Background: an optimization exercise with open tools, aiming at small area, a short achievable clock period and few clock cycles. Do not read the settings as production practice.
Function was checked by simulation only, so behaviour that the tests miss may differ from the original.

--- design/flow/config.mk ---
export PLATFORM = sky130hd
export DESIGN_NAME = EC_TOP
export DESIGN_NICKNAME = EC_TOP
export VERILOG_FILES = /design/flow/design.v
export SDC_FILE = /design/flow/constraint.sdc
export NUM_CORES = 4
export LEC_CHECK = 0
export ABC_AREA = 1
export CAP_MARGIN = 20
export CORE_MARGIN = 2
export CORE_UTILIZATION = 30
export PLACE_DENSITY = 0.5
export SLEW_MARGIN = 20
--- design/flow/constraint.sdc ---
create_clock -name core_clock -period 80.0 [get_ports {clk}]
set_input_delay 16.0000 -clock core_clock [delete_from_list [all_inputs] [get_ports {clk}]]
set_output_delay 16.0000 -clock core_clock [all_outputs]
set_load 0.01 [all_outputs]
--- design/flow/design.v ---
module INV_IP (
    input  [5:0] IN_P,
    input  [4:0] IN_X,
    output [5:0] OUT_INV
);
reg [5:0] lo, hi;
always @(*) begin
    case ({IN_P[4:1], IN_X[3:0]})
        {4'd1, 4'd1}: lo = 6'd1;
        {4'd2, 4'd1}: lo = 6'd1;
        {4'd2, 4'd2}: lo = 6'd3;
        {4'd3, 4'd1}: lo = 6'd1;
        {4'd3, 4'd2}: lo = 6'd4;
        {4'd3, 4'd3}: lo = 6'd5;
        {4'd5, 4'd1}: lo = 6'd4;
        {4'd5, 4'd2}: lo = 6'd2;
        {4'd5, 4'd3}: lo = 6'd5;
        {4'd5, 4'd4}: lo = 6'd1;
        {4'd5, 4'd5}: lo = 6'd3;
        {4'd6, 4'd1}: lo = 6'd1;
        {4'd6, 4'd2}: lo = 6'd7;
        {4'd6, 4'd3}: lo = 6'd9;
        {4'd6, 4'd4}: lo = 6'd10;
        {4'd6, 4'd5}: lo = 6'd8;
        {4'd6, 4'd6}: lo = 6'd11;
        {4'd8, 4'd1}: lo = 6'd16;
        {4'd8, 4'd2}: lo = 6'd8;
        {4'd8, 4'd3}: lo = 6'd11;
        {4'd8, 4'd4}: lo = 6'd4;
        {4'd8, 4'd5}: lo = 6'd10;
        {4'd8, 4'd6}: lo = 6'd14;
        {4'd8, 4'd7}: lo = 6'd12;
        {4'd8, 4'd8}: lo = 6'd2;
        {4'd9, 4'd1}: lo = 6'd11;
        {4'd9, 4'd2}: lo = 6'd15;
        {4'd9, 4'd3}: lo = 6'd10;
        {4'd9, 4'd4}: lo = 6'd17;
        {4'd9, 4'd5}: lo = 6'd6;
        {4'd9, 4'd6}: lo = 6'd5;
        {4'd9, 4'd7}: lo = 6'd7;
        {4'd9, 4'd8}: lo = 6'd18;
        {4'd9, 4'd9}: lo = 6'd16;
        {4'd11, 4'd1}: lo = 6'd2;
        {4'd11, 4'd2}: lo = 6'd1;
        {4'd11, 4'd3}: lo = 6'd16;
        {4'd11, 4'd4}: lo = 6'd12;
        {4'd11, 4'd5}: lo = 6'd5;
        {4'd11, 4'd6}: lo = 6'd8;
        {4'd11, 4'd7}: lo = 6'd20;
        {4'd11, 4'd8}: lo = 6'd6;
        {4'd11, 4'd9}: lo = 6'd13;
        {4'd11, 4'd10}: lo = 6'd14;
        {4'd11, 4'd11}: lo = 6'd19;
        {4'd14, 4'd1}: lo = 6'd7;
        {4'd14, 4'd2}: lo = 6'd18;
        {4'd14, 4'd3}: lo = 6'd12;
        {4'd14, 4'd4}: lo = 6'd9;
        {4'd14, 4'd5}: lo = 6'd13;
        {4'd14, 4'd6}: lo = 6'd6;
        {4'd14, 4'd7}: lo = 6'd1;
        {4'd14, 4'd8}: lo = 6'd19;
        {4'd14, 4'd9}: lo = 6'd4;
        {4'd14, 4'd10}: lo = 6'd21;
        {4'd14, 4'd11}: lo = 6'd27;
        {4'd14, 4'd12}: lo = 6'd3;
        {4'd14, 4'd13}: lo = 6'd5;
        {4'd14, 4'd14}: lo = 6'd15;
        {4'd15, 4'd1}: lo = 6'd4;
        {4'd15, 4'd2}: lo = 6'd2;
        {4'd15, 4'd3}: lo = 6'd22;
        {4'd15, 4'd4}: lo = 6'd1;
        {4'd15, 4'd5}: lo = 6'd7;
        {4'd15, 4'd6}: lo = 6'd11;
        {4'd15, 4'd7}: lo = 6'd5;
        {4'd15, 4'd8}: lo = 6'd16;
        {4'd15, 4'd9}: lo = 6'd28;
        {4'd15, 4'd10}: lo = 6'd19;
        {4'd15, 4'd11}: lo = 6'd6;
        {4'd15, 4'd12}: lo = 6'd21;
        {4'd15, 4'd13}: lo = 6'd17;
        {4'd15, 4'd14}: lo = 6'd18;
        {4'd15, 4'd15}: lo = 6'd23;
        default: lo = 6'd0;
    endcase
end
always @(*) begin
    case ({IN_P[4:1], IN_X})
        {4'd2, 5'd1}: hi = 6'd26;
        {4'd2, 5'd2}: hi = 6'd13;
        {4'd2, 5'd3}: hi = 6'd21;
        {4'd2, 5'd4}: hi = 6'd25;
        {4'd2, 5'd5}: hi = 6'd20;
        {4'd2, 5'd6}: hi = 6'd29;
        {4'd2, 5'd7}: hi = 6'd9;
        {4'd2, 5'd8}: hi = 6'd31;
        {4'd2, 5'd9}: hi = 6'd7;
        {4'd2, 5'd10}: hi = 6'd10;
        {4'd2, 5'd11}: hi = 6'd36;
        {4'd2, 5'd12}: hi = 6'd33;
        {4'd2, 5'd13}: hi = 6'd2;
        {4'd2, 5'd14}: hi = 6'd23;
        {4'd2, 5'd15}: hi = 6'd19;
        {4'd2, 5'd16}: hi = 6'd34;
        {4'd2, 5'd17}: hi = 6'd32;
        {4'd2, 5'd18}: hi = 6'd22;
        {4'd4, 5'd1}: hi = 6'd37;
        {4'd4, 5'd2}: hi = 6'd39;
        {4'd4, 5'd3}: hi = 6'd26;
        {4'd4, 5'd4}: hi = 6'd40;
        {4'd4, 5'd5}: hi = 6'd32;
        {4'd4, 5'd6}: hi = 6'd13;
        {4'd4, 5'd7}: hi = 6'd17;
        {4'd4, 5'd8}: hi = 6'd20;
        {4'd4, 5'd9}: hi = 6'd36;
        {4'd4, 5'd10}: hi = 6'd16;
        {4'd4, 5'd11}: hi = 6'd22;
        {4'd4, 5'd12}: hi = 6'd27;
        {4'd4, 5'd13}: hi = 6'd6;
        {4'd4, 5'd14}: hi = 6'd29;
        {4'd4, 5'd15}: hi = 6'd38;
        {4'd4, 5'd16}: hi = 6'd10;
        {4'd4, 5'd17}: hi = 6'd7;
        {4'd4, 5'd18}: hi = 6'd18;
        {4'd4, 5'd19}: hi = 6'd30;
        {4'd4, 5'd20}: hi = 6'd8;
        {4'd5, 5'd1}: hi = 6'd11;
        {4'd5, 5'd2}: hi = 6'd27;
        {4'd5, 5'd3}: hi = 6'd18;
        {4'd5, 5'd4}: hi = 6'd35;
        {4'd5, 5'd5}: hi = 6'd28;
        {4'd5, 5'd6}: hi = 6'd9;
        {4'd5, 5'd7}: hi = 6'd20;
        {4'd5, 5'd8}: hi = 6'd39;
        {4'd5, 5'd9}: hi = 6'd6;
        {4'd5, 5'd10}: hi = 6'd14;
        {4'd5, 5'd11}: hi = 6'd1;
        {4'd5, 5'd12}: hi = 6'd26;
        {4'd5, 5'd13}: hi = 6'd24;
        {4'd5, 5'd14}: hi = 6'd10;
        {4'd5, 5'd15}: hi = 6'd38;
        {4'd5, 5'd16}: hi = 6'd41;
        {4'd5, 5'd17}: hi = 6'd31;
        {4'd5, 5'd18}: hi = 6'd3;
        {4'd5, 5'd19}: hi = 6'd30;
        {4'd5, 5'd20}: hi = 6'd7;
        {4'd5, 5'd21}: hi = 6'd21;
        {4'd7, 5'd1}: hi = 6'd7;
        {4'd7, 5'd2}: hi = 6'd27;
        {4'd7, 5'd3}: hi = 6'd18;
        {4'd7, 5'd4}: hi = 6'd37;
        {4'd7, 5'd5}: hi = 6'd39;
        {4'd7, 5'd6}: hi = 6'd9;
        {4'd7, 5'd7}: hi = 6'd1;
        {4'd7, 5'd8}: hi = 6'd42;
        {4'd7, 5'd9}: hi = 6'd6;
        {4'd7, 5'd10}: hi = 6'd43;
        {4'd7, 5'd11}: hi = 6'd22;
        {4'd7, 5'd12}: hi = 6'd28;
        {4'd7, 5'd13}: hi = 6'd15;
        {4'd7, 5'd14}: hi = 6'd24;
        {4'd7, 5'd15}: hi = 6'd13;
        {4'd7, 5'd16}: hi = 6'd21;
        {4'd7, 5'd17}: hi = 6'd17;
        {4'd7, 5'd18}: hi = 6'd3;
        {4'd7, 5'd19}: hi = 6'd35;
        {4'd7, 5'd20}: hi = 6'd45;
        {4'd7, 5'd21}: hi = 6'd16;
        {4'd7, 5'd22}: hi = 6'd11;
        {4'd7, 5'd23}: hi = 6'd33;
        {4'd10, 5'd1}: hi = 6'd15;
        {4'd10, 5'd2}: hi = 6'd34;
        {4'd10, 5'd3}: hi = 6'd5;
        {4'd10, 5'd4}: hi = 6'd17;
        {4'd10, 5'd5}: hi = 6'd3;
        {4'd10, 5'd6}: hi = 6'd29;
        {4'd10, 5'd7}: hi = 6'd40;
        {4'd10, 5'd8}: hi = 6'd35;
        {4'd10, 5'd9}: hi = 6'd37;
        {4'd10, 5'd10}: hi = 6'd28;
        {4'd10, 5'd11}: hi = 6'd11;
        {4'd10, 5'd12}: hi = 6'd41;
        {4'd10, 5'd13}: hi = 6'd46;
        {4'd10, 5'd14}: hi = 6'd20;
        {4'd10, 5'd15}: hi = 6'd1;
        {4'd10, 5'd16}: hi = 6'd44;
        {4'd10, 5'd17}: hi = 6'd4;
        {4'd10, 5'd18}: hi = 6'd45;
        {4'd10, 5'd19}: hi = 6'd51;
        {4'd10, 5'd20}: hi = 6'd14;
        {4'd10, 5'd21}: hi = 6'd31;
        {4'd10, 5'd22}: hi = 6'd32;
        {4'd10, 5'd23}: hi = 6'd26;
        {4'd10, 5'd24}: hi = 6'd47;
        {4'd10, 5'd25}: hi = 6'd43;
        {4'd10, 5'd26}: hi = 6'd23;
        {4'd13, 5'd1}: hi = 6'd25;
        {4'd13, 5'd2}: hi = 6'd42;
        {4'd13, 5'd3}: hi = 6'd28;
        {4'd13, 5'd4}: hi = 6'd21;
        {4'd13, 5'd5}: hi = 6'd5;
        {4'd13, 5'd6}: hi = 6'd14;
        {4'd13, 5'd7}: hi = 6'd12;
        {4'd13, 5'd8}: hi = 6'd40;
        {4'd13, 5'd9}: hi = 6'd29;
        {4'd13, 5'd10}: hi = 6'd32;
        {4'd13, 5'd11}: hi = 6'd13;
        {4'd13, 5'd12}: hi = 6'd7;
        {4'd13, 5'd13}: hi = 6'd11;
        {4'd13, 5'd14}: hi = 6'd6;
        {4'd13, 5'd15}: hi = 6'd41;
        {4'd13, 5'd16}: hi = 6'd20;
        {4'd13, 5'd17}: hi = 6'd57;
        {4'd13, 5'd18}: hi = 6'd44;
        {4'd13, 5'd19}: hi = 6'd51;
        {4'd13, 5'd20}: hi = 6'd16;
        {4'd13, 5'd21}: hi = 6'd4;
        {4'd13, 5'd22}: hi = 6'd36;
        {4'd13, 5'd23}: hi = 6'd37;
        {4'd13, 5'd24}: hi = 6'd33;
        {4'd13, 5'd25}: hi = 6'd1;
        {4'd13, 5'd26}: hi = 6'd35;
        {4'd13, 5'd27}: hi = 6'd49;
        {4'd13, 5'd28}: hi = 6'd3;
        {4'd13, 5'd29}: hi = 6'd9;
        {4'd14, 5'd1}: hi = 6'd9;
        {4'd14, 5'd2}: hi = 6'd35;
        {4'd14, 5'd3}: hi = 6'd3;
        {4'd14, 5'd4}: hi = 6'd48;
        {4'd14, 5'd5}: hi = 6'd14;
        {4'd14, 5'd6}: hi = 6'd32;
        {4'd14, 5'd7}: hi = 6'd10;
        {4'd14, 5'd8}: hi = 6'd24;
        {4'd14, 5'd9}: hi = 6'd1;
        {4'd14, 5'd10}: hi = 6'd7;
        {4'd14, 5'd11}: hi = 6'd23;
        {4'd14, 5'd12}: hi = 6'd16;
        {4'd14, 5'd13}: hi = 6'd57;
        {4'd14, 5'd14}: hi = 6'd5;
        {4'd14, 5'd15}: hi = 6'd25;
        {4'd14, 5'd16}: hi = 6'd12;
        {4'd14, 5'd17}: hi = 6'd40;
        {4'd14, 5'd18}: hi = 6'd31;
        {4'd14, 5'd19}: hi = 6'd39;
        {4'd14, 5'd20}: hi = 6'd34;
        {4'd14, 5'd21}: hi = 6'd44;
        {4'd14, 5'd22}: hi = 6'd42;
        {4'd14, 5'd23}: hi = 6'd11;
        {4'd14, 5'd24}: hi = 6'd8;
        {4'd14, 5'd25}: hi = 6'd15;
        {4'd14, 5'd26}: hi = 6'd59;
        {4'd14, 5'd27}: hi = 6'd41;
        {4'd14, 5'd28}: hi = 6'd33;
        {4'd14, 5'd29}: hi = 6'd55;
        {4'd14, 5'd30}: hi = 6'd43;
        default: hi = 6'd0;
    endcase
end
assign OUT_INV = IN_P[5] ? hi : lo;
endmodule
module SQ_IP (
    input  [5:0] IN_P,
    input  [4:0] IN_F,
    output [5:0] OUT_SQ
);
reg [5:0] lo, hi;
always @(*) begin
    case ({IN_P[4:1], IN_F[3:0]})
        {4'd1, 4'd0}: lo = 6'd0;
        {4'd1, 4'd1}: lo = 6'd0;
        {4'd2, 4'd0}: lo = 6'd0;
        {4'd2, 4'd1}: lo = 6'd3;
        {4'd2, 4'd2}: lo = 6'd2;
        {4'd3, 4'd0}: lo = 6'd0;
        {4'd3, 4'd1}: lo = 6'd3;
        {4'd3, 4'd2}: lo = 6'd5;
        {4'd3, 4'd3}: lo = 6'd6;
        {4'd5, 4'd0}: lo = 6'd0;
        {4'd5, 4'd1}: lo = 6'd3;
        {4'd5, 4'd2}: lo = 6'd1;
        {4'd5, 4'd3}: lo = 6'd5;
        {4'd5, 4'd4}: lo = 6'd4;
        {4'd5, 4'd5}: lo = 6'd9;
        {4'd6, 4'd0}: lo = 6'd0;
        {4'd6, 4'd1}: lo = 6'd3;
        {4'd6, 4'd2}: lo = 6'd12;
        {4'd6, 4'd3}: lo = 6'd1;
        {4'd6, 4'd4}: lo = 6'd9;
        {4'd6, 4'd5}: lo = 6'd10;
        {4'd6, 4'd6}: lo = 6'd4;
        {4'd8, 4'd0}: lo = 6'd0;
        {4'd8, 4'd1}: lo = 6'd3;
        {4'd8, 4'd2}: lo = 6'd12;
        {4'd8, 4'd3}: lo = 6'd10;
        {4'd8, 4'd4}: lo = 6'd14;
        {4'd8, 4'd5}: lo = 6'd7;
        {4'd8, 4'd6}: lo = 6'd6;
        {4'd8, 4'd7}: lo = 6'd11;
        {4'd8, 4'd8}: lo = 6'd5;
        {4'd9, 4'd0}: lo = 6'd0;
        {4'd9, 4'd1}: lo = 6'd3;
        {4'd9, 4'd2}: lo = 6'd12;
        {4'd9, 4'd3}: lo = 6'd8;
        {4'd9, 4'd4}: lo = 6'd10;
        {4'd9, 4'd5}: lo = 6'd18;
        {4'd9, 4'd6}: lo = 6'd13;
        {4'd9, 4'd7}: lo = 6'd14;
        {4'd9, 4'd8}: lo = 6'd2;
        {4'd9, 4'd9}: lo = 6'd15;
        {4'd11, 4'd0}: lo = 6'd0;
        {4'd11, 4'd1}: lo = 6'd3;
        {4'd11, 4'd2}: lo = 6'd12;
        {4'd11, 4'd3}: lo = 6'd4;
        {4'd11, 4'd4}: lo = 6'd2;
        {4'd11, 4'd5}: lo = 6'd6;
        {4'd11, 4'd6}: lo = 6'd16;
        {4'd11, 4'd7}: lo = 6'd9;
        {4'd11, 4'd8}: lo = 6'd8;
        {4'd11, 4'd9}: lo = 6'd13;
        {4'd11, 4'd10}: lo = 6'd1;
        {4'd11, 4'd11}: lo = 6'd18;
        {4'd14, 4'd0}: lo = 6'd0;
        {4'd14, 4'd1}: lo = 6'd3;
        {4'd14, 4'd2}: lo = 6'd12;
        {4'd14, 4'd3}: lo = 6'd27;
        {4'd14, 4'd4}: lo = 6'd19;
        {4'd14, 4'd5}: lo = 6'd17;
        {4'd14, 4'd6}: lo = 6'd21;
        {4'd14, 4'd7}: lo = 6'd2;
        {4'd14, 4'd8}: lo = 6'd18;
        {4'd14, 4'd9}: lo = 6'd11;
        {4'd14, 4'd10}: lo = 6'd10;
        {4'd14, 4'd11}: lo = 6'd15;
        {4'd14, 4'd12}: lo = 6'd26;
        {4'd14, 4'd13}: lo = 6'd14;
        {4'd14, 4'd14}: lo = 6'd8;
        {4'd15, 4'd0}: lo = 6'd0;
        {4'd15, 4'd1}: lo = 6'd3;
        {4'd15, 4'd2}: lo = 6'd12;
        {4'd15, 4'd3}: lo = 6'd27;
        {4'd15, 4'd4}: lo = 6'd17;
        {4'd15, 4'd5}: lo = 6'd13;
        {4'd15, 4'd6}: lo = 6'd15;
        {4'd15, 4'd7}: lo = 6'd23;
        {4'd15, 4'd8}: lo = 6'd6;
        {4'd15, 4'd9}: lo = 6'd26;
        {4'd15, 4'd10}: lo = 6'd21;
        {4'd15, 4'd11}: lo = 6'd22;
        {4'd15, 4'd12}: lo = 6'd29;
        {4'd15, 4'd13}: lo = 6'd11;
        {4'd15, 4'd14}: lo = 6'd30;
        {4'd15, 4'd15}: lo = 6'd24;
        default: lo = 6'd0;
    endcase
end
always @(*) begin
    case ({IN_P[4:1], IN_F})
        {4'd2, 5'd0}: hi = 6'd0;
        {4'd2, 5'd1}: hi = 6'd3;
        {4'd2, 5'd2}: hi = 6'd12;
        {4'd2, 5'd3}: hi = 6'd27;
        {4'd2, 5'd4}: hi = 6'd11;
        {4'd2, 5'd5}: hi = 6'd1;
        {4'd2, 5'd6}: hi = 6'd34;
        {4'd2, 5'd7}: hi = 6'd36;
        {4'd2, 5'd8}: hi = 6'd7;
        {4'd2, 5'd9}: hi = 6'd21;
        {4'd2, 5'd10}: hi = 6'd4;
        {4'd2, 5'd11}: hi = 6'd30;
        {4'd2, 5'd12}: hi = 6'd25;
        {4'd2, 5'd13}: hi = 6'd26;
        {4'd2, 5'd14}: hi = 6'd33;
        {4'd2, 5'd15}: hi = 6'd9;
        {4'd2, 5'd16}: hi = 6'd28;
        {4'd2, 5'd17}: hi = 6'd16;
        {4'd2, 5'd18}: hi = 6'd10;
        {4'd4, 5'd0}: hi = 6'd0;
        {4'd4, 5'd1}: hi = 6'd3;
        {4'd4, 5'd2}: hi = 6'd12;
        {4'd4, 5'd3}: hi = 6'd27;
        {4'd4, 5'd4}: hi = 6'd7;
        {4'd4, 5'd5}: hi = 6'd34;
        {4'd4, 5'd6}: hi = 6'd26;
        {4'd4, 5'd7}: hi = 6'd24;
        {4'd4, 5'd8}: hi = 6'd28;
        {4'd4, 5'd9}: hi = 6'd38;
        {4'd4, 5'd10}: hi = 6'd13;
        {4'd4, 5'd11}: hi = 6'd35;
        {4'd4, 5'd12}: hi = 6'd22;
        {4'd4, 5'd13}: hi = 6'd15;
        {4'd4, 5'd14}: hi = 6'd14;
        {4'd4, 5'd15}: hi = 6'd19;
        {4'd4, 5'd16}: hi = 6'd30;
        {4'd4, 5'd17}: hi = 6'd6;
        {4'd4, 5'd18}: hi = 6'd29;
        {4'd4, 5'd19}: hi = 6'd17;
        {4'd4, 5'd20}: hi = 6'd11;
        {4'd5, 5'd0}: hi = 6'd0;
        {4'd5, 5'd1}: hi = 6'd3;
        {4'd5, 5'd2}: hi = 6'd12;
        {4'd5, 5'd3}: hi = 6'd27;
        {4'd5, 5'd4}: hi = 6'd5;
        {4'd5, 5'd5}: hi = 6'd32;
        {4'd5, 5'd6}: hi = 6'd22;
        {4'd5, 5'd7}: hi = 6'd18;
        {4'd5, 5'd8}: hi = 6'd20;
        {4'd5, 5'd9}: hi = 6'd28;
        {4'd5, 5'd10}: hi = 6'd42;
        {4'd5, 5'd11}: hi = 6'd19;
        {4'd5, 5'd12}: hi = 6'd2;
        {4'd5, 5'd13}: hi = 6'd34;
        {4'd5, 5'd14}: hi = 6'd29;
        {4'd5, 5'd15}: hi = 6'd30;
        {4'd5, 5'd16}: hi = 6'd37;
        {4'd5, 5'd17}: hi = 6'd7;
        {4'd5, 5'd18}: hi = 6'd26;
        {4'd5, 5'd19}: hi = 6'd8;
        {4'd5, 5'd20}: hi = 6'd39;
        {4'd5, 5'd21}: hi = 6'd33;
        {4'd7, 5'd0}: hi = 6'd0;
        {4'd7, 5'd1}: hi = 6'd3;
        {4'd7, 5'd2}: hi = 6'd12;
        {4'd7, 5'd3}: hi = 6'd27;
        {4'd7, 5'd4}: hi = 6'd1;
        {4'd7, 5'd5}: hi = 6'd28;
        {4'd7, 5'd6}: hi = 6'd14;
        {4'd7, 5'd7}: hi = 6'd6;
        {4'd7, 5'd8}: hi = 6'd4;
        {4'd7, 5'd9}: hi = 6'd8;
        {4'd7, 5'd10}: hi = 6'd18;
        {4'd7, 5'd11}: hi = 6'd34;
        {4'd7, 5'd12}: hi = 6'd9;
        {4'd7, 5'd13}: hi = 6'd37;
        {4'd7, 5'd14}: hi = 6'd24;
        {4'd7, 5'd15}: hi = 6'd17;
        {4'd7, 5'd16}: hi = 6'd16;
        {4'd7, 5'd17}: hi = 6'd21;
        {4'd7, 5'd18}: hi = 6'd32;
        {4'd7, 5'd19}: hi = 6'd2;
        {4'd7, 5'd20}: hi = 6'd25;
        {4'd7, 5'd21}: hi = 6'd7;
        {4'd7, 5'd22}: hi = 6'd42;
        {4'd7, 5'd23}: hi = 6'd36;
        {4'd10, 5'd0}: hi = 6'd0;
        {4'd10, 5'd1}: hi = 6'd3;
        {4'd10, 5'd2}: hi = 6'd12;
        {4'd10, 5'd3}: hi = 6'd27;
        {4'd10, 5'd4}: hi = 6'd48;
        {4'd10, 5'd5}: hi = 6'd22;
        {4'd10, 5'd6}: hi = 6'd2;
        {4'd10, 5'd7}: hi = 6'd41;
        {4'd10, 5'd8}: hi = 6'd33;
        {4'd10, 5'd9}: hi = 6'd31;
        {4'd10, 5'd10}: hi = 6'd35;
        {4'd10, 5'd11}: hi = 6'd45;
        {4'd10, 5'd12}: hi = 6'd8;
        {4'd10, 5'd13}: hi = 6'd30;
        {4'd10, 5'd14}: hi = 6'd5;
        {4'd10, 5'd15}: hi = 6'd39;
        {4'd10, 5'd16}: hi = 6'd26;
        {4'd10, 5'd17}: hi = 6'd19;
        {4'd10, 5'd18}: hi = 6'd18;
        {4'd10, 5'd19}: hi = 6'd23;
        {4'd10, 5'd20}: hi = 6'd34;
        {4'd10, 5'd21}: hi = 6'd51;
        {4'd10, 5'd22}: hi = 6'd21;
        {4'd10, 5'd23}: hi = 6'd50;
        {4'd10, 5'd24}: hi = 6'd32;
        {4'd10, 5'd25}: hi = 6'd20;
        {4'd10, 5'd26}: hi = 6'd14;
        {4'd13, 5'd0}: hi = 6'd0;
        {4'd13, 5'd1}: hi = 6'd3;
        {4'd13, 5'd2}: hi = 6'd12;
        {4'd13, 5'd3}: hi = 6'd27;
        {4'd13, 5'd4}: hi = 6'd48;
        {4'd13, 5'd5}: hi = 6'd16;
        {4'd13, 5'd6}: hi = 6'd49;
        {4'd13, 5'd7}: hi = 6'd29;
        {4'd13, 5'd8}: hi = 6'd15;
        {4'd13, 5'd9}: hi = 6'd7;
        {4'd13, 5'd10}: hi = 6'd5;
        {4'd13, 5'd11}: hi = 6'd9;
        {4'd13, 5'd12}: hi = 6'd19;
        {4'd13, 5'd13}: hi = 6'd35;
        {4'd13, 5'd14}: hi = 6'd57;
        {4'd13, 5'd15}: hi = 6'd26;
        {4'd13, 5'd16}: hi = 6'd1;
        {4'd13, 5'd17}: hi = 6'd41;
        {4'd13, 5'd18}: hi = 6'd28;
        {4'd13, 5'd19}: hi = 6'd21;
        {4'd13, 5'd20}: hi = 6'd20;
        {4'd13, 5'd21}: hi = 6'd25;
        {4'd13, 5'd22}: hi = 6'd36;
        {4'd13, 5'd23}: hi = 6'd53;
        {4'd13, 5'd24}: hi = 6'd17;
        {4'd13, 5'd25}: hi = 6'd46;
        {4'd13, 5'd26}: hi = 6'd22;
        {4'd13, 5'd27}: hi = 6'd4;
        {4'd13, 5'd28}: hi = 6'd51;
        {4'd13, 5'd29}: hi = 6'd45;
        {4'd14, 5'd0}: hi = 6'd0;
        {4'd14, 5'd1}: hi = 6'd3;
        {4'd14, 5'd2}: hi = 6'd12;
        {4'd14, 5'd3}: hi = 6'd27;
        {4'd14, 5'd4}: hi = 6'd48;
        {4'd14, 5'd5}: hi = 6'd14;
        {4'd14, 5'd6}: hi = 6'd47;
        {4'd14, 5'd7}: hi = 6'd25;
        {4'd14, 5'd8}: hi = 6'd9;
        {4'd14, 5'd9}: hi = 6'd60;
        {4'd14, 5'd10}: hi = 6'd56;
        {4'd14, 5'd11}: hi = 6'd58;
        {4'd14, 5'd12}: hi = 6'd5;
        {4'd14, 5'd13}: hi = 6'd19;
        {4'd14, 5'd14}: hi = 6'd39;
        {4'd14, 5'd15}: hi = 6'd4;
        {4'd14, 5'd16}: hi = 6'd36;
        {4'd14, 5'd17}: hi = 6'd13;
        {4'd14, 5'd18}: hi = 6'd57;
        {4'd14, 5'd19}: hi = 6'd46;
        {4'd14, 5'd20}: hi = 6'd41;
        {4'd14, 5'd21}: hi = 6'd42;
        {4'd14, 5'd22}: hi = 6'd49;
        {4'd14, 5'd23}: hi = 6'd1;
        {4'd14, 5'd24}: hi = 6'd20;
        {4'd14, 5'd25}: hi = 6'd45;
        {4'd14, 5'd26}: hi = 6'd15;
        {4'd14, 5'd27}: hi = 6'd52;
        {4'd14, 5'd28}: hi = 6'd34;
        {4'd14, 5'd29}: hi = 6'd22;
        {4'd14, 5'd30}: hi = 6'd16;
        default: hi = 6'd0;
    endcase
end
assign OUT_SQ = IN_P[5] ? hi : lo;
endmodule
module SQ1_IP (
    input  [5:0] IN_P,
    input  [4:0] IN_F,
    output [5:0] OUT_SQ
);
reg [5:0] lo, hi;
always @(*) begin
    case ({IN_P[4:1], IN_F[3:0]})
        {4'd1, 4'd0}: lo = 6'd0;
        {4'd1, 4'd1}: lo = 6'd1;
        {4'd2, 4'd0}: lo = 6'd0;
        {4'd2, 4'd1}: lo = 6'd1;
        {4'd2, 4'd2}: lo = 6'd4;
        {4'd3, 4'd0}: lo = 6'd0;
        {4'd3, 4'd1}: lo = 6'd1;
        {4'd3, 4'd2}: lo = 6'd4;
        {4'd3, 4'd3}: lo = 6'd2;
        {4'd5, 4'd0}: lo = 6'd0;
        {4'd5, 4'd1}: lo = 6'd3;
        {4'd5, 4'd2}: lo = 6'd1;
        {4'd5, 4'd3}: lo = 6'd5;
        {4'd5, 4'd4}: lo = 6'd4;
        {4'd5, 4'd5}: lo = 6'd9;
        {4'd6, 4'd0}: lo = 6'd0;
        {4'd6, 4'd1}: lo = 6'd1;
        {4'd6, 4'd2}: lo = 6'd4;
        {4'd6, 4'd3}: lo = 6'd9;
        {4'd6, 4'd4}: lo = 6'd3;
        {4'd6, 4'd5}: lo = 6'd12;
        {4'd6, 4'd6}: lo = 6'd10;
        {4'd8, 4'd0}: lo = 6'd0;
        {4'd8, 4'd1}: lo = 6'd16;
        {4'd8, 4'd2}: lo = 6'd13;
        {4'd8, 4'd3}: lo = 6'd8;
        {4'd8, 4'd4}: lo = 6'd1;
        {4'd8, 4'd5}: lo = 6'd9;
        {4'd8, 4'd6}: lo = 6'd15;
        {4'd8, 4'd7}: lo = 6'd2;
        {4'd8, 4'd8}: lo = 6'd4;
        {4'd9, 4'd0}: lo = 6'd0;
        {4'd9, 4'd1}: lo = 6'd7;
        {4'd9, 4'd2}: lo = 6'd9;
        {4'd9, 4'd3}: lo = 6'd6;
        {4'd9, 4'd4}: lo = 6'd17;
        {4'd9, 4'd5}: lo = 6'd4;
        {4'd9, 4'd6}: lo = 6'd5;
        {4'd9, 4'd7}: lo = 6'd1;
        {4'd9, 4'd8}: lo = 6'd11;
        {4'd9, 4'd9}: lo = 6'd16;
        {4'd11, 4'd0}: lo = 6'd0;
        {4'd11, 4'd1}: lo = 6'd12;
        {4'd11, 4'd2}: lo = 6'd2;
        {4'd11, 4'd3}: lo = 6'd16;
        {4'd11, 4'd4}: lo = 6'd8;
        {4'd11, 4'd5}: lo = 6'd1;
        {4'd11, 4'd6}: lo = 6'd18;
        {4'd11, 4'd7}: lo = 6'd13;
        {4'd11, 4'd8}: lo = 6'd9;
        {4'd11, 4'd9}: lo = 6'd6;
        {4'd11, 4'd10}: lo = 6'd4;
        {4'd11, 4'd11}: lo = 6'd3;
        {4'd14, 4'd0}: lo = 6'd0;
        {4'd14, 4'd1}: lo = 6'd25;
        {4'd14, 4'd2}: lo = 6'd13;
        {4'd14, 4'd3}: lo = 6'd22;
        {4'd14, 4'd4}: lo = 6'd23;
        {4'd14, 4'd5}: lo = 6'd16;
        {4'd14, 4'd6}: lo = 6'd1;
        {4'd14, 4'd7}: lo = 6'd7;
        {4'd14, 4'd8}: lo = 6'd5;
        {4'd14, 4'd9}: lo = 6'd24;
        {4'd14, 4'd10}: lo = 6'd6;
        {4'd14, 4'd11}: lo = 6'd9;
        {4'd14, 4'd12}: lo = 6'd4;
        {4'd14, 4'd13}: lo = 6'd20;
        {4'd14, 4'd14}: lo = 6'd28;
        {4'd15, 4'd0}: lo = 6'd0;
        {4'd15, 4'd1}: lo = 6'd8;
        {4'd15, 4'd2}: lo = 6'd1;
        {4'd15, 4'd3}: lo = 6'd10;
        {4'd15, 4'd4}: lo = 6'd4;
        {4'd15, 4'd5}: lo = 6'd14;
        {4'd15, 4'd6}: lo = 6'd9;
        {4'd15, 4'd7}: lo = 6'd20;
        {4'd15, 4'd8}: lo = 6'd16;
        {4'd15, 4'd9}: lo = 6'd28;
        {4'd15, 4'd10}: lo = 6'd25;
        {4'd15, 4'd11}: lo = 6'd7;
        {4'd15, 4'd12}: lo = 6'd5;
        {4'd15, 4'd13}: lo = 6'd19;
        {4'd15, 4'd14}: lo = 6'd18;
        {4'd15, 4'd15}: lo = 6'd2;
        default: lo = 6'd0;
    endcase
end
always @(*) begin
    case ({IN_P[4:1], IN_F})
        {4'd2, 5'd0}: hi = 6'd0;
        {4'd2, 5'd1}: hi = 6'd10;
        {4'd2, 5'd2}: hi = 6'd3;
        {4'd2, 5'd3}: hi = 6'd16;
        {4'd2, 5'd4}: hi = 6'd12;
        {4'd2, 5'd5}: hi = 6'd28;
        {4'd2, 5'd6}: hi = 6'd27;
        {4'd2, 5'd7}: hi = 6'd9;
        {4'd2, 5'd8}: hi = 6'd11;
        {4'd2, 5'd9}: hi = 6'd33;
        {4'd2, 5'd10}: hi = 6'd1;
        {4'd2, 5'd11}: hi = 6'd26;
        {4'd2, 5'd12}: hi = 6'd34;
        {4'd2, 5'd13}: hi = 6'd25;
        {4'd2, 5'd14}: hi = 6'd36;
        {4'd2, 5'd15}: hi = 6'd30;
        {4'd2, 5'd16}: hi = 6'd7;
        {4'd2, 5'd17}: hi = 6'd4;
        {4'd2, 5'd18}: hi = 6'd21;
        {4'd4, 5'd0}: hi = 6'd0;
        {4'd4, 5'd1}: hi = 6'd10;
        {4'd4, 5'd2}: hi = 6'd40;
        {4'd4, 5'd3}: hi = 6'd8;
        {4'd4, 5'd4}: hi = 6'd37;
        {4'd4, 5'd5}: hi = 6'd4;
        {4'd4, 5'd6}: hi = 6'd32;
        {4'd4, 5'd7}: hi = 6'd39;
        {4'd4, 5'd8}: hi = 6'd25;
        {4'd4, 5'd9}: hi = 6'd31;
        {4'd4, 5'd10}: hi = 6'd16;
        {4'd4, 5'd11}: hi = 6'd21;
        {4'd4, 5'd12}: hi = 6'd5;
        {4'd4, 5'd13}: hi = 6'd9;
        {4'd4, 5'd14}: hi = 6'd33;
        {4'd4, 5'd15}: hi = 6'd36;
        {4'd4, 5'd16}: hi = 6'd18;
        {4'd4, 5'd17}: hi = 6'd20;
        {4'd4, 5'd18}: hi = 6'd1;
        {4'd4, 5'd19}: hi = 6'd2;
        {4'd4, 5'd20}: hi = 6'd23;
        {4'd5, 5'd0}: hi = 6'd0;
        {4'd5, 5'd1}: hi = 6'd4;
        {4'd5, 5'd2}: hi = 6'd16;
        {4'd5, 5'd3}: hi = 6'd36;
        {4'd5, 5'd4}: hi = 6'd21;
        {4'd5, 5'd5}: hi = 6'd14;
        {4'd5, 5'd6}: hi = 6'd15;
        {4'd5, 5'd7}: hi = 6'd24;
        {4'd5, 5'd8}: hi = 6'd41;
        {4'd5, 5'd9}: hi = 6'd23;
        {4'd5, 5'd10}: hi = 6'd13;
        {4'd5, 5'd11}: hi = 6'd11;
        {4'd5, 5'd12}: hi = 6'd17;
        {4'd5, 5'd13}: hi = 6'd31;
        {4'd5, 5'd14}: hi = 6'd10;
        {4'd5, 5'd15}: hi = 6'd40;
        {4'd5, 5'd16}: hi = 6'd35;
        {4'd5, 5'd17}: hi = 6'd38;
        {4'd5, 5'd18}: hi = 6'd6;
        {4'd5, 5'd19}: hi = 6'd25;
        {4'd5, 5'd20}: hi = 6'd9;
        {4'd5, 5'd21}: hi = 6'd1;
        {4'd7, 5'd0}: hi = 6'd0;
        {4'd7, 5'd1}: hi = 6'd27;
        {4'd7, 5'd2}: hi = 6'd14;
        {4'd7, 5'd3}: hi = 6'd8;
        {4'd7, 5'd4}: hi = 6'd9;
        {4'd7, 5'd5}: hi = 6'd17;
        {4'd7, 5'd6}: hi = 6'd32;
        {4'd7, 5'd7}: hi = 6'd7;
        {4'd7, 5'd8}: hi = 6'd36;
        {4'd7, 5'd9}: hi = 6'd25;
        {4'd7, 5'd10}: hi = 6'd21;
        {4'd7, 5'd11}: hi = 6'd24;
        {4'd7, 5'd12}: hi = 6'd34;
        {4'd7, 5'd13}: hi = 6'd4;
        {4'd7, 5'd14}: hi = 6'd28;
        {4'd7, 5'd15}: hi = 6'd12;
        {4'd7, 5'd16}: hi = 6'd3;
        {4'd7, 5'd17}: hi = 6'd1;
        {4'd7, 5'd18}: hi = 6'd6;
        {4'd7, 5'd19}: hi = 6'd18;
        {4'd7, 5'd20}: hi = 6'd37;
        {4'd7, 5'd21}: hi = 6'd16;
        {4'd7, 5'd22}: hi = 6'd2;
        {4'd7, 5'd23}: hi = 6'd42;
        {4'd10, 5'd0}: hi = 6'd0;
        {4'd10, 5'd1}: hi = 6'd46;
        {4'd10, 5'd2}: hi = 6'd25;
        {4'd10, 5'd3}: hi = 6'd43;
        {4'd10, 5'd4}: hi = 6'd47;
        {4'd10, 5'd5}: hi = 6'd37;
        {4'd10, 5'd6}: hi = 6'd13;
        {4'd10, 5'd7}: hi = 6'd28;
        {4'd10, 5'd8}: hi = 6'd29;
        {4'd10, 5'd9}: hi = 6'd16;
        {4'd10, 5'd10}: hi = 6'd42;
        {4'd10, 5'd11}: hi = 6'd1;
        {4'd10, 5'd12}: hi = 6'd52;
        {4'd10, 5'd13}: hi = 6'd36;
        {4'd10, 5'd14}: hi = 6'd6;
        {4'd10, 5'd15}: hi = 6'd15;
        {4'd10, 5'd16}: hi = 6'd10;
        {4'd10, 5'd17}: hi = 6'd44;
        {4'd10, 5'd18}: hi = 6'd11;
        {4'd10, 5'd19}: hi = 6'd17;
        {4'd10, 5'd20}: hi = 6'd9;
        {4'd10, 5'd21}: hi = 6'd40;
        {4'd10, 5'd22}: hi = 6'd4;
        {4'd10, 5'd23}: hi = 6'd7;
        {4'd10, 5'd24}: hi = 6'd49;
        {4'd10, 5'd25}: hi = 6'd24;
        {4'd10, 5'd26}: hi = 6'd38;
        {4'd13, 5'd0}: hi = 6'd0;
        {4'd13, 5'd1}: hi = 6'd26;
        {4'd13, 5'd2}: hi = 6'd45;
        {4'd13, 5'd3}: hi = 6'd57;
        {4'd13, 5'd4}: hi = 6'd3;
        {4'd13, 5'd5}: hi = 6'd1;
        {4'd13, 5'd6}: hi = 6'd51;
        {4'd13, 5'd7}: hi = 6'd35;
        {4'd13, 5'd8}: hi = 6'd12;
        {4'd13, 5'd9}: hi = 6'd41;
        {4'd13, 5'd10}: hi = 6'd4;
        {4'd13, 5'd11}: hi = 6'd19;
        {4'd13, 5'd12}: hi = 6'd27;
        {4'd13, 5'd13}: hi = 6'd28;
        {4'd13, 5'd14}: hi = 6'd22;
        {4'd13, 5'd15}: hi = 6'd9;
        {4'd13, 5'd16}: hi = 6'd48;
        {4'd13, 5'd17}: hi = 6'd21;
        {4'd13, 5'd18}: hi = 6'd46;
        {4'd13, 5'd19}: hi = 6'd5;
        {4'd13, 5'd20}: hi = 6'd16;
        {4'd13, 5'd21}: hi = 6'd20;
        {4'd13, 5'd22}: hi = 6'd17;
        {4'd13, 5'd23}: hi = 6'd7;
        {4'd13, 5'd24}: hi = 6'd49;
        {4'd13, 5'd25}: hi = 6'd25;
        {4'd13, 5'd26}: hi = 6'd53;
        {4'd13, 5'd27}: hi = 6'd15;
        {4'd13, 5'd28}: hi = 6'd29;
        {4'd13, 5'd29}: hi = 6'd36;
        {4'd14, 5'd0}: hi = 6'd0;
        {4'd14, 5'd1}: hi = 6'd34;
        {4'd14, 5'd2}: hi = 6'd14;
        {4'd14, 5'd3}: hi = 6'd1;
        {4'd14, 5'd4}: hi = 6'd56;
        {4'd14, 5'd5}: hi = 6'd57;
        {4'd14, 5'd6}: hi = 6'd4;
        {4'd14, 5'd7}: hi = 6'd19;
        {4'd14, 5'd8}: hi = 6'd41;
        {4'd14, 5'd9}: hi = 6'd9;
        {4'd14, 5'd10}: hi = 6'd45;
        {4'd14, 5'd11}: hi = 6'd27;
        {4'd14, 5'd12}: hi = 6'd16;
        {4'd14, 5'd13}: hi = 6'd12;
        {4'd14, 5'd14}: hi = 6'd15;
        {4'd14, 5'd15}: hi = 6'd25;
        {4'd14, 5'd16}: hi = 6'd42;
        {4'd14, 5'd17}: hi = 6'd5;
        {4'd14, 5'd18}: hi = 6'd36;
        {4'd14, 5'd19}: hi = 6'd13;
        {4'd14, 5'd20}: hi = 6'd58;
        {4'd14, 5'd21}: hi = 6'd49;
        {4'd14, 5'd22}: hi = 6'd47;
        {4'd14, 5'd23}: hi = 6'd52;
        {4'd14, 5'd24}: hi = 6'd3;
        {4'd14, 5'd25}: hi = 6'd22;
        {4'd14, 5'd26}: hi = 6'd48;
        {4'd14, 5'd27}: hi = 6'd20;
        {4'd14, 5'd28}: hi = 6'd60;
        {4'd14, 5'd29}: hi = 6'd46;
        {4'd14, 5'd30}: hi = 6'd39;
        default: hi = 6'd0;
    endcase
end
assign OUT_SQ = IN_P[5] ? hi : lo;
endmodule
module EC_TOP(
    clk, rst_n, in_valid,
    in_Px, in_Py, in_Qx, in_Qy, in_prime, in_a,
    out_valid, out_Rx, out_Ry
);
input clk, rst_n, in_valid;
input [5:0] in_Px, in_Py, in_Qx, in_Qy, in_prime, in_a;
output reg out_valid;
output [5:0] out_Rx, out_Ry;
wire [5:0] p = in_prime;
wire dbl = (in_Px == in_Qx) && (in_Py == in_Qy);
wire [6:0] fc, fp;
wire       fge;
ec_sub7 u_fc(.a({2'b0, p[5:1]}), .b(in_Px), .ge(fge), .d(fc));
ec_sub7 u_fp(.a({1'b0, p}), .b(in_Px), .ge(), .d(fp));
wire [4:0] pf = fge ? in_Px[4:0] : fp[4:0];         
wire [5:0] sq3;
SQ_IP u_sqt(.IN_P(p), .IN_F(pf), .OUT_SQ(sq3));
wire [6:0] n3 = sq3 + in_a;                          
wire [5:0] numD, numA, num;
wire [6:0] n3d;
wire       n3ge;
ec_sub7 u_r1(.a(n3), .b(p), .ge(n3ge), .d(n3d));
assign numD = n3ge ? n3d[5:0] : n3[5:0];
ec_subm u_na(.a(in_Qy), .b(in_Py), .p(p), .r(numA));
assign num = dbl ? numD : numA;
wire [6:0] py2;
wire       py2ge;
wire [5:0] denD, denA, den;
ec_sub7 u_py2(.a({in_Py, 1'b0}), .b(p), .ge(py2ge), .d(py2));
assign denD = py2ge ? py2[5:0] : {in_Py[4:0], 1'b0};
ec_subm u_da(.a(in_Qx), .b(in_Px), .p(p), .r(denA));
assign den = dbl ? denD : denA;
wire [6:0] hc, pd;
wire       hge;
ec_sub7 u_hc(.a({2'b0, p[5:1]}), .b(den), .ge(hge), .d(hc));
wire       neg = ~hge;                       
ec_sub7 u_pd(.a({1'b0, p}), .b(den), .ge(), .d(pd));
wire [4:0] dh = neg ? pd[4:0] : den[4:0];    
wire [5:0] im;
INV_IP u_inv(.IN_P(p), .IN_X(dh), .OUT_INV(im));
wire [12:0] prod;
wire [5:0]  sm;
ec_muladd u_mu(.a(num), .b(im), .c(13'd0), .y(prod));
wire [7:0]  p3 = {p, 1'b0} + p;                              
ec_mred4  u_r2(.n(prod), .p(p), .p3(p3), .r(sm));
wire [6:0] pq, c2;
wire [6:0] pmy;
ec_add #(7) u_pq(.a({1'b0, in_Px}), .b({1'b0, in_Qx}), .cin(1'b0), .s(pq), .co());
ec_add #(7) u_c2(.a({p, 1'b0}), .b(~pq), .cin(1'b1), .s(c2), .co());     
ec_sub7     u_pm(.a({1'b0, p}), .b(in_Py), .ge(), .d(pmy));              
wire [6:0] sc, sp;
wire       sge;
ec_sub7 u_sc(.a({2'b0, p[5:1]}), .b(sm), .ge(sge), .d(sc));
ec_sub7 u_sp(.a({1'b0, p}), .b(sm), .ge(), .d(sp));
wire [4:0] sf = sge ? sm[4:0] : sp[4:0];
wire [5:0] w;
SQ1_IP u_sq1(.IN_P(p), .IN_F(sf), .OUT_SQ(w));
reg [5:0]  s_r, w_r, px_r, d_r, p_r;
reg [6:0]  c_r;
reg       n_r;
always @(posedge clk) begin
    n_r  <= neg;
    s_r  <= sm;
    w_r  <= w;
    px_r <= in_Px;
    c_r  <= c2;
    d_r  <= pmy[5:0];
    p_r  <= in_prime;
end
always @(posedge clk or negedge rst_n)
    if (!rst_n) out_valid <= 1'b0;
    else        out_valid <= in_valid;
wire [12:0] ys;
wire [5:0]  t;
wire [7:0] p3_r = {p_r, 1'b0} + p_r;                         
wire [7:0] wc = w_r + c_r;                                    
ec_qstep #(0) u_x0(.n({1'b0, wc}), .p(p_r), .p3(p3_r), .r(out_Rx));
ec_subn   u_t (.a(px_r), .b(out_Rx), .p(p_r), .neg(n_r), .r(t));  
wire [7:0] s3_r = {s_r, 1'b0} + s_r;                         
wire [7:0] ym;
ec_muladd4 u_ys(.a(s_r), .a3(s3_r), .b(t), .c({1'b0, d_r, 6'd0}), .y(ys));
ec_redc4  u_ry(.n(ys), .p(p_r), .p3(p3_r), .r(ym));          
ec_qstep #(0) u_y0(.n({1'b0, ym}), .p(p_r), .p3(p3_r), .r(out_Ry));
endmodule
module ec_add #(parameter W = 8) (
    input  [W-1:0] a, b,
    input          cin,
    output [W-1:0] s,
    output         co
);
assign {co, s} = a + b + cin;
endmodule
module ec_sub7 (
    input  [6:0] a,
    input  [5:0] b,
    output       ge,
    output [6:0] d
);
ec_add #(7) u(.a(a), .b({1'b1, ~b}), .cin(1'b1), .s(d), .co(ge));
endmodule
module ec_qstep #(parameter K = 4) (
    input  [K+8:0] n,
    input  [5:0]   p,
    input  [7:0]   p3,
    output [K+5:0] r
);
wire [7:0] w = n[K +: 8];
wire [8:0] d1 = {1'b0, w} - {3'b0, p};
wire [8:0] d2 = {1'b0, w} - {2'b0, p, 1'b0};
wire [8:0] d3 = {1'b0, w} - {1'b0, p3};
wire [5:0] q  = !d3[8] ? d3[5:0] : !d2[8] ? d2[5:0] : !d1[8] ? d1[5:0] : w[5:0];
generate
    if (K > 0) begin : g_lo
        assign r = {q, n[K-1:0]};
    end else begin : g_lo0
        assign r = q;
    end
endgenerate
endmodule
module ec_red6q (
    input  [12:0] n,
    input  [5:0]  p,
    input  [7:0]  p3,
    output [5:0]  r
);
wire [12:0] v [0:3];
assign v[3] = n;
genvar j;
generate
    for (j = 2; j >= 0; j = j - 1) begin : g_st
        wire [7:0] w = v[j+1][2*j +: 8];
        wire [8:0] d1 = {1'b0, w} - {3'b0, p};
        wire [8:0] d2 = {1'b0, w} - {2'b0, p, 1'b0};
        wire [8:0] d3 = {1'b0, w} - {1'b0, p3};
        wire [5:0] q  = !d3[8] ? d3[5:0] : !d2[8] ? d2[5:0] : !d1[8] ? d1[5:0] : w[5:0];
        if (j > 0) begin : g_lo
            assign v[j] = {{(7-2*j){1'b0}}, q, v[j+1][2*j-1:0]};
        end else begin : g_lo0
            assign v[j] = {7'd0, q};
        end
    end
endgenerate
assign r = v[0][5:0];
endmodule
module ec_redc4 (
    input  [12:0] n,
    input  [5:0]  p,
    input  [7:0]  p3,
    output [7:0]  r
);
wire [13:0] v [0:3];              
assign v[0] = {1'b0, n};
genvar j;
generate
    for (j = 0; j < 3; j = j + 1) begin : g_st
        wire [1:0] b  = v[j][2*j +: 2];
        wire [1:0] bp = b * p[1:0];
        wire [1:0] q  = 2'd0 - bp;
        wire [7:0] qp = (q == 2'd3) ? p3 : (q == 2'd2) ? {1'b0, p, 1'b0} : (q == 2'd1) ? {2'b0, p} : 8'd0;
        assign v[j+1] = v[j] + ({6'd0, qp} << (2 * j));
    end
endgenerate
assign r = v[3][13:6];
endmodule
module ec_mred4 (
    input  [12:0] n,
    input  [5:0]  p,
    input  [7:0]  p3,
    output [5:0]  r
);
wire [12:0] v [0:3];              
assign v[0] = n;
genvar j;
generate
    for (j = 0; j < 3; j = j + 1) begin : g_st
        wire [1:0] b  = v[j][2*j +: 2];
        wire [1:0] bp = b * p[1:0];
        wire [1:0] q  = 2'd0 - bp;
        wire [7:0] qp = (q == 2'd3) ? p3 : (q == 2'd2) ? {1'b0, p, 1'b0} : (q == 2'd1) ? {2'b0, p} : 8'd0;
        assign v[j+1] = v[j] + ({5'd0, qp} << (2 * j));
    end
endgenerate
wire [6:0] u = v[3][12:6];       
wire [6:0] d;
wire       ge;
ec_sub7 uc(.a(u), .b(p), .ge(ge), .d(d));
assign r = ge ? d[5:0] : u[5:0];
endmodule
module ec_mred (
    input  [12:0] n,
    input  [5:0]  p,
    output [5:0]  r
);
wire [12:0] v [0:6];              
assign v[0] = n;
genvar i;
generate
    for (i = 0; i < 6; i = i + 1) begin : g_st
        assign v[i+1] = v[i] + ({13{v[i][i]}} & ({7'd0, p} << i));
    end
endgenerate
wire [6:0] u = v[6][12:6];       
wire [6:0] d;
wire       ge;
ec_sub7 uc(.a(u), .b(p), .ge(ge), .d(d));
assign r = ge ? d[5:0] : u[5:0];
endmodule
module ec_subm (
    input  [5:0] a, b, p,
    output [5:0] r
);
wire [6:0] d;
wire       ge;
wire [5:0] dp;
ec_sub7 u0(.a({1'b0, a}), .b(b), .ge(ge), .d(d));
ec_add #(6) u1(.a(d[5:0]), .b(p), .cin(1'b0), .s(dp), .co());
assign r = ge ? d[5:0] : dp;
endmodule
module ec_subn (
    input  [5:0] a, b, p,
    input        neg,
    output [5:0] r
);
wire [6:0] d;
wire [5:0] dp;
ec_add #(7) u0(.a({1'b0, a} ^ {7{neg}}), .b(~{1'b0, b} ^ {7{neg}}), .cin(1'b1), .s(d), .co());
ec_add #(6) u1(.a(d[5:0]), .b(p), .cin(1'b0), .s(dp), .co());
assign r = d[6] ? dp : d[5:0];
endmodule
module ec_muladd4 (
    input  [5:0]  a,
    input  [7:0]  a3,
    input  [5:0]  b,
    input  [12:0] c,
    output [12:0] y
);
wire [12:0] acc [0:3];            
assign acc[0] = c;
genvar i;
generate
    for (i = 0; i < 3; i = i + 1) begin : g_row
        wire [1:0]  d  = b[2*i +: 2];
        wire [7:0]  m  = (d == 2'd3) ? a3 : (d == 2'd2) ? {1'b0, a, 1'b0} : (d == 2'd1) ? {2'b0, a} : 8'd0;
        wire [12:0] pp = {5'd0, m} << (2 * i);
        ec_add #(13) u(.a(acc[i]), .b(pp), .cin(1'b0), .s(acc[i+1]), .co());
    end
endgenerate
assign y = acc[3];
endmodule
module ec_muladd (
    input  [5:0]  a, b,
    input  [12:0] c,
    output [12:0] y
);
wire [11:0] acc [0:6];            
assign acc[0] = c[11:0];
genvar i;
generate
    for (i = 0; i < 6; i = i + 1) begin : g_row
        wire [11:0] pp = {6'd0, a & {6{b[i]}}} << i;
        ec_add #(12) u(.a(acc[i]), .b(pp), .cin(1'b0), .s(acc[i+1]), .co());
    end
endgenerate
assign y = {1'b0, acc[6]};
endmodule
--- design/flow/flow/run.sh ---
#!/bin/bash
# The standard layout (the standard.sh), with these changes:
# - synthesis maps Yosys's carry-lookahead cells ($lcu) to ripple carry
#   (flow/ripple_lcu.v) instead of ORFS's Kogge-Stone map, which makes the
#   many small adders of this design about a fifth smaller;
# - every port is still buffered, with the smallest buffer cell;
# - the clock tree uses mid-sized clock buffers and no dummy loads (there are only
#   a few dozen flip-flops).
set -euo pipefail
export SYNTH_OPERATIONS_ARGS="-extra-map $PWD/flow/ripple_lcu.v"
export BUFFER_PORTS_ARGS="-buffer_cell sky130_fd_sc_hd__buf_1"
export CTS_ARGS="-sink_clustering_enable -repair_clock_nets -dont_use_dummy_load -root_buf sky130_fd_sc_hd__clkbuf_8 -buf_list sky130_fd_sc_hd__clkbuf_8"
bash standard.sh finish > standard.log 2>&1
--- design/flow/flow/ripple_lcu.v ---
(* techmap_celltype = "$lcu" *)
module _80_lcu_ripple (P, G, CI, CO);
	parameter WIDTH = 2;

	(* force_downto *)
	input [WIDTH-1:0] P, G;
	input CI;

	(* force_downto *)
	output [WIDTH-1:0] CO;

	integer i;
	(* force_downto *)
	reg [WIDTH-1:0] c;

	wire [1023:0] _TECHMAP_DO_ = "proc; opt -fast";

	always @* begin
		c[0] = G[0] | (P[0] & CI);
		for (i = 1; i < WIDTH; i = i + 1)
			c[i] = G[i] | (P[i] & c[i - 1]);
	end

	assign CO = c;
endmodule
--- design/flow/standard.sh ---
#!/bin/bash
# synth_recipe.tcl (not shown) runs the flow's synth.tcl, then flattens the netlist and writes it again
# the make line also repeats each setting of config.mk as NAME=value (left out here)
make -C /OpenROAD-flow-scripts/flow DESIGN_CONFIG=/design/flow/config.mk WORK_HOME=/design/flow/orfs CLKGATE_MAP_FILE= SYNTH_SCRIPT=/design/flow/synth_recipe.tcl "${@:-finish}"
==> impl_metrics.toml, run 1 <==
[floorplanning]
fp.dieH_um = 236
fp.dieW_um = 236
row_count = 85
initial_utilization_pct = 30.2
core-area_um2 = 53600
die_area_um2 = 55900
pin_count = 52

[timing]
max_freq_mhz = 26.6
tns_ps = 0
fin_crit_ps = 37650
grt_setup_unrepaired = "no"
worst_slack_ps = 42350
hold_viol = 0
tightest_slew_ps = 1030
setup_viol = 0
drv_slew = 0
post-route-period-util_pct = 47.1
slew_headroom_pct = 31.1

[clock_network]
cts_setup_buffers = 0
cts.clk_slew.worst_paths_ps = 90
clock_sinks = 39
cts-resized-gates = 0
cts_made_buffers = 5
cts_hold_buf = 0
htree_num_levels = 2
cts-root-buf = "clkbuf_8"
clock_tree.buffer_depth = 2
cts_tree = "done"

[finish]
final_nets = 2811
area_growth_pct = 6.02
drive_above_1_share_pct = 4.15
final_common_cell = "nand2_1"
finalNonFillerCells = 3153
layout_common_cells = "nand2_1 (480), inv_1 (415), nor2_1 (229)"

[route]
drt_first_iter_violations = 2100
routed_wl_um = 72000
drc = 0
routed_via_density = 5.81
wl_per_cell_um = 22.8
drt_first_pass_iters = 7
ant_nets = 0
vias = 18300

[global_routing]
grt_usage_pct = 25.2
antenna_found_initial = 5
gr-total-overflow = 0
first_global_vias = 18200
grt_max_degree = 53
grt_pass1_wl_um = 109000

[setup_path]
crit_slowest_cell = "o21ai_0"
cp.required_ps = 80210
critPathCaptureType = "flop"
cp_max_fo = 31
cp-start-kind = "primary input"
crit_arrival_ps = 37860
crit_type = "in2reg"
path_common_cell = "fa_1"
critPathMaxStageDelay_ps = 870

[run_status]
status = "no timing/DRC/antenna violations"

[synthesis]
synthFlopType = "dfxtp_1"
ys_seq_area_share_pct = 4.85
yosysUniqueCellTypes = 67
synthCells = 2460
synthesis.area_um2 = 16200
synth_top_area_share_pct = 23.6
ys_warn_count = 8
synth-async-reset-ratio_pct = 2.56
synth.net_count = 2814
ys_seq_elements = 39
synth_edf_count = 0
yosys-top-cells-area = "fa_1 (24%), nand2_1 (11%), inv_1 (9.7%)"
yosysTopAreaCell = "fa_1"
syn_area_per_cell_um2 = 6.59

[hold_path]
hp-class = "in2async"

[placement]
io_buffers = 51
dp_cells = 3146
gp_congestion = 1.00
place_ws_ps = 42350
hpwl_um = 55700

[job]
cap_viol_max_count = 0
-- metrics by stage --
step | instance area (um^2) | hold slack [ps] | utilization [%]
after global routing | 17200 | 15450 | 32.1
after floorplan | 16200 | 15700 | -
after global placement | 17100 | 15760 | 31.9
after CTS | 17200 | 15430 | 32.1
final | 17200 | 15450 | 32.1
after detailed placement | 17100 | 15760 | 31.9
-- path summary, 6_finish.rpt --
kind,startpoint,end,cells after the start
max,in_Px[0],w_r[5],81
min,rst_n,out_valid,1
max in group asynchronous,rst_n,out_valid,1
min in group core_clock,in_valid,out_valid,1
-- critical path: cells and delay by family --
family          cells  cell delay, ps
simple gates       13            2850
buf+inv            18            2520
xor+xnor            2             860
compound gates     16            3740
fa+ha+maj          32           11860
-- synth_stat cells (6+ instances only) --
library cell / n
a21oi_1: 130
o21ai_1: 18
dfxtp_1: 38
inv_1: 417
a22oi_1: 11
buf_1: 8
nand4_1: 15
o221ai_1: 29
nor2_1: 229
xnor2_1: 13
o211ai_1: 50
buf_6: 7
buf_2: 23
clkbuf_1: 55
o311ai_0: 10
o22ai_1: 32
o31ai_1: 12
a21o_1: 8
ha_1: 124
nor3_1: 27
nand2_2: 17
nand2_1: 480
o21ai_0: 219
o21a_1: 6
inv_2: 8
o2111ai_1: 10
xor2_1: 18
nand3_1: 127
a31oi_1: 41
fa_1: 191
nand2_4: 6
-- per-layer routing --
metal	track usage (%)	routed length [um]	up-vias	share of wire, %
met5	0	32	-	0.044
met4	13.3	4470	4	6.2
met3	3.54	6300	337	8.7
met2	42.0	33000	1196	46
met1	31.6	28200	8673	39
li1	-	-	8122	-
-- kinds of logic (layout without fill, tap and decap cells) --
kind of cell	after synthesis	after routing	synth area share, %
buffers and inverters	526	521	12.8
and+or+nand+nor	923	923	23.9
adders and majority gates	315	315	33.2
AOI/OAI and AO/OA	620	620	23.2
other	0	2	0
muxes	5	5	0.309
xor gates and xnor gates	32	32	1.78
DFF	39	39	4.85
-- sequential cells by signal (all words and copies together), names as in the netlist --
signal	count
c_r	7
d_r	6
p_r	6
px_r	6
s_r	6
w_r	6
n_r	1
out_valid	1
-- cell type report --
| cell class | count | area [um^2] |
|---|---|---|
| fill | 6045 | 36400 |
| multi-input combinational | 1895 | 13400 |
| inverter | 430 | 1620 |
| tap | 696 | 871 |
| sequential | 39 | 786 |
| timing repair buffer | 86 | 473 |
| clock buffer | 5 | 68.8 |
| antenna | 2 | 5.00 |
Testbench counts, summed over its fixed seeds: cycles 1,600.
==> inputs of run 2 (changes only) <==
--- a/design/flow/flow/run.sh
+++ b/design/flow/flow/run.sh
@@ -6,5 +6,9 @@
 # - every port is still buffered, with the smallest buffer cell;
-# - the clock tree uses mid-sized clock buffers and no dummy loads (there are only
-#   a few dozen flip-flops).
+# - the clock tree uses mid-sized clock buffers and no dummy loads (there are
+#   only a few dozen flip-flops);
+# - timing repair aims for MARGIN ns of setup slack, a few ns above what the
+#   layout reaches without it, so that the resizer speeds up the slowest
+#   paths (the clock period and constraints are unchanged).
 set -euo pipefail
+MARGIN=44
 export SYNTH_OPERATIONS_ARGS="-extra-map $PWD/flow/ripple_lcu.v"
@@ -12,2 +16,2 @@
 export CTS_ARGS="-sink_clustering_enable -repair_clock_nets -dont_use_dummy_load -root_buf sky130_fd_sc_hd__clkbuf_8 -buf_list sky130_fd_sc_hd__clkbuf_8"
-bash standard.sh finish > standard.log 2>&1
+bash standard.sh SETUP_SLACK_MARGIN=$MARGIN finish > standard.log 2>&1
==> run 2 against run 1 <==
Against the previous run: utilization is 0.72 points higher; synthesized cell count stayed put; critical path depth is 13 higher; clock-buffer cell count stayed put; flip-flop and latch count stayed put; synthesized area stayed put; sequential share of layout area is 0.10 points lower; maximum frequency is 7.2% higher; setup slack better by 2500 ps; cell count is 0.32% higher; cell area is 2.3% higher; non-clock buffer count is 9 higher; still clean.
==> impl_metrics.toml, run 2 <==
[clock_network]
cts_made_buffers = 5
clock_tree.buffer_depth = 2
cts-root-buf = "clkbuf_8"
htree_num_levels = 2
cts.clk_slew.worst_paths_ps = 90
cts_tree = "done"
cts_hold_buf = 0
clock_sinks = 39

[synthesis]
yosysUniqueCellTypes = 67
synth_top_area_share_pct = 23.6
synthesis.area_um2 = 16200
synth_commonest_cells = "nand2_1 (480), inv_1 (417), nor2_1 (229), o21ai_0 (219), fa_1 (191)"
synth-async-reset-ratio_pct = 2.56
post-synth-top-count-cell = "nand2_1"
syn_area_per_cell_um2 = 6.59
ys_seq_elements = 39
ys_warn_count = 8
synthFlopType = "dfxtp_1"
yosys-top-cells-area = "fa_1 (24%), nand2_1 (11%), inv_1 (9.7%)"
synth.net_count = 2814
ys_seq_area_share_pct = 4.85
yosysTopAreaCell = "fa_1"
synth_edf_count = 0
synthCells = 2460

[finish]
layout_common_cells = "nand2_1 (469), inv_1 (410), nor2_1 (218)"
drive_above_1_share_pct = 6.37
largest_reg_flops = 7
final_common_cell = "nand2_1"
area_growth_pct = 8.41
largest-register = "c_r"
final_nets = 2821

[timing]
slew_headroom_pct = 35.5
fin_crit_ps = 35130
timing.hold.ws_ps = 15450
setup_viol = 0
tns_ps = 0
grt_setup_unrepaired = "no"
post-route-period-util_pct = 43.9
max_freq_mhz = 28.5
tightest_slew_ps = 965
drv_slew = 0
hold_viol = 0

[setup_path]
crit_type = "in2reg"
path_common_cell = "fa_1"
cp.required_ps = 80190
crit_arrival_ps = 35310
critPathMaxStageDelay_ps = 550
critPathCaptureType = "flop"
cp-start-kind = "primary input"
cp_max_fo = 52
crit_slowest_cell = "fa_1"

[global_routing]
antenna_found_initial = 3
gr-total-overflow = 0
grt_pass1_wl_um = 109000
grt_max_degree = 53
first_global_vias = 18300
grt_usage_pct = 25.2

[floorplanning]
die_area_um2 = 55900
fp.dieH_um = 236
pin_count = 52
fp.dieW_um = 236
core-area_um2 = 53600
row_count = 85
initial_utilization_pct = 30.2

[hold_path]
hp-class = "in2async"

[route]
drt_first_pass_iters = 6
drc = 0
ant_nets = 0
wl_per_cell_um = 22.9
drt_first_iter_violations = 2171
vias = 18500
routed_wl_um = 72500
routed_via_density = 5.84

[run_status]
status = "no timing/DRC/antenna violations"

[placement]
gp_congestion = 1.00
hpwl_um = 55700
io_buffers = 51

[job]
cap_viol_max_count = 0
run 2: kinds of logic after synthesis:
logic type | share of synthesized area [%]
adders and majority gates | 33.2
and+or+nand+nor | 23.9
buffers and inverters | 12.8
xor gates and xnor gates | 1.78
muxes | 0.309
DFF | 4.85
AOI/OAI and AO/OA | 23.2
run 2: critical path: cells and delay by family:
family / cells / cell delay, ps
adder cells (fa/ha/maj): 28 / 10640
AO/OA/AOI/OAI: 23 / 3610
AND/OR/NAND/NOR: 21 / 2420
buffers and inverters: 21 / 2290
XOR/XNOR: 1 / 260
run 2: layout make-up:
type                    instances  area, um^2
fillers                      6027       36000
multi-input cells            1896       13600
inverters                     430        1640
well taps                     696         871
flip-flops and latches         39         786
repair buffers                 95         626
clock buffers                   5        68.8
diodes                          2        5.00
run 2: stage by stage:
stage | instance area [um^2] | util [%] | worst slack [ps] | cells
final | 17600 | 32.8 | 44870 | 3163
after global routing | 17600 | 32.8 | 44040 | 3162
after CTS | 17300 | 32.2 | 44010 | 3152
after detailed placement | 17100 | 31.9 | 42350 | 3146
after global placement | 17100 | 31.9 | 42400 | 3146
after floorplan | 16200 | - | 46030 | 2460
run 2: per-layer routing:
layer  track usage (%)  vias to the layer above  wire length [um]
met5                 0                        -                32
li1                  -                     8142                 -
met1              31.4                     8717             28300
met3              3.47                      357              6330
met2              42.1                     1244             33200
met4              13.5                        4              4600
run 2: final timing paths:
path / startpoint / endpoint / slack, ps / depth (start not counted)
worst max-delay path: in_prime[1] / w_r[3] / 44870 / 94
worst min-delay path: rst_n / out_valid / 15450 / 1
max in group asynchronous: rst_n / out_valid / 64450 / 1
min in group core_clock: in_valid / out_valid / 15800 / 1
run 2: timing repair:
action                                  4_1_cts  5_1_grt
cloned                                        0        2
endpoints found under the hold margin         0        0
endpoints found under the setup margin        6        6
gates resized for setup                      18       74
pin swaps                                     1        5
buffers inserted                              1        7

==> re-timing with driven ports <==
The results above use ideal ports. As a check the final layouts listed here were re-extracted and re-timed, cells and wires unchanged. Step 1 (the two cells are an assumption about what drives the block):
set clk [get_ports {clk}]
set_driving_cell -lib_cell sky130_fd_sc_hd__clkbuf_16 $clk
set_driving_cell -lib_cell sky130_fd_sc_hd__buf_2 [delete_from_list [all_inputs] $clk]
Step 2 adds t to the input delays and takes it off the output delays; t is the mean of the earliest and latest rising clock arrival at the registers after step 1. Input paths then give back, and output paths get back, about the clock's delay inside the block. a / b / c = ideal / step 1 / step 2; a / b = the first two.
run	t, ns	setup WS [ns]	worst hold slack (ns)	latest minus earliest clock arrival (ns)	worst data-port slew with drivers (ns)
run 1	0.322	42.351 / 42.312 / 41.990	15.455 / 15.447 / 15.769	0.029 / 0.029	0.11
run 2	0.322	44.872 / 44.839 / 44.518	15.453 / 15.446 / 15.767	0.027 / 0.027	0.11
After both steps every run listed still meets setup and hold. The setup slack of run 1, which loses most, moves by -0.039 ns with the drivers and by -0.361 ns with both steps.
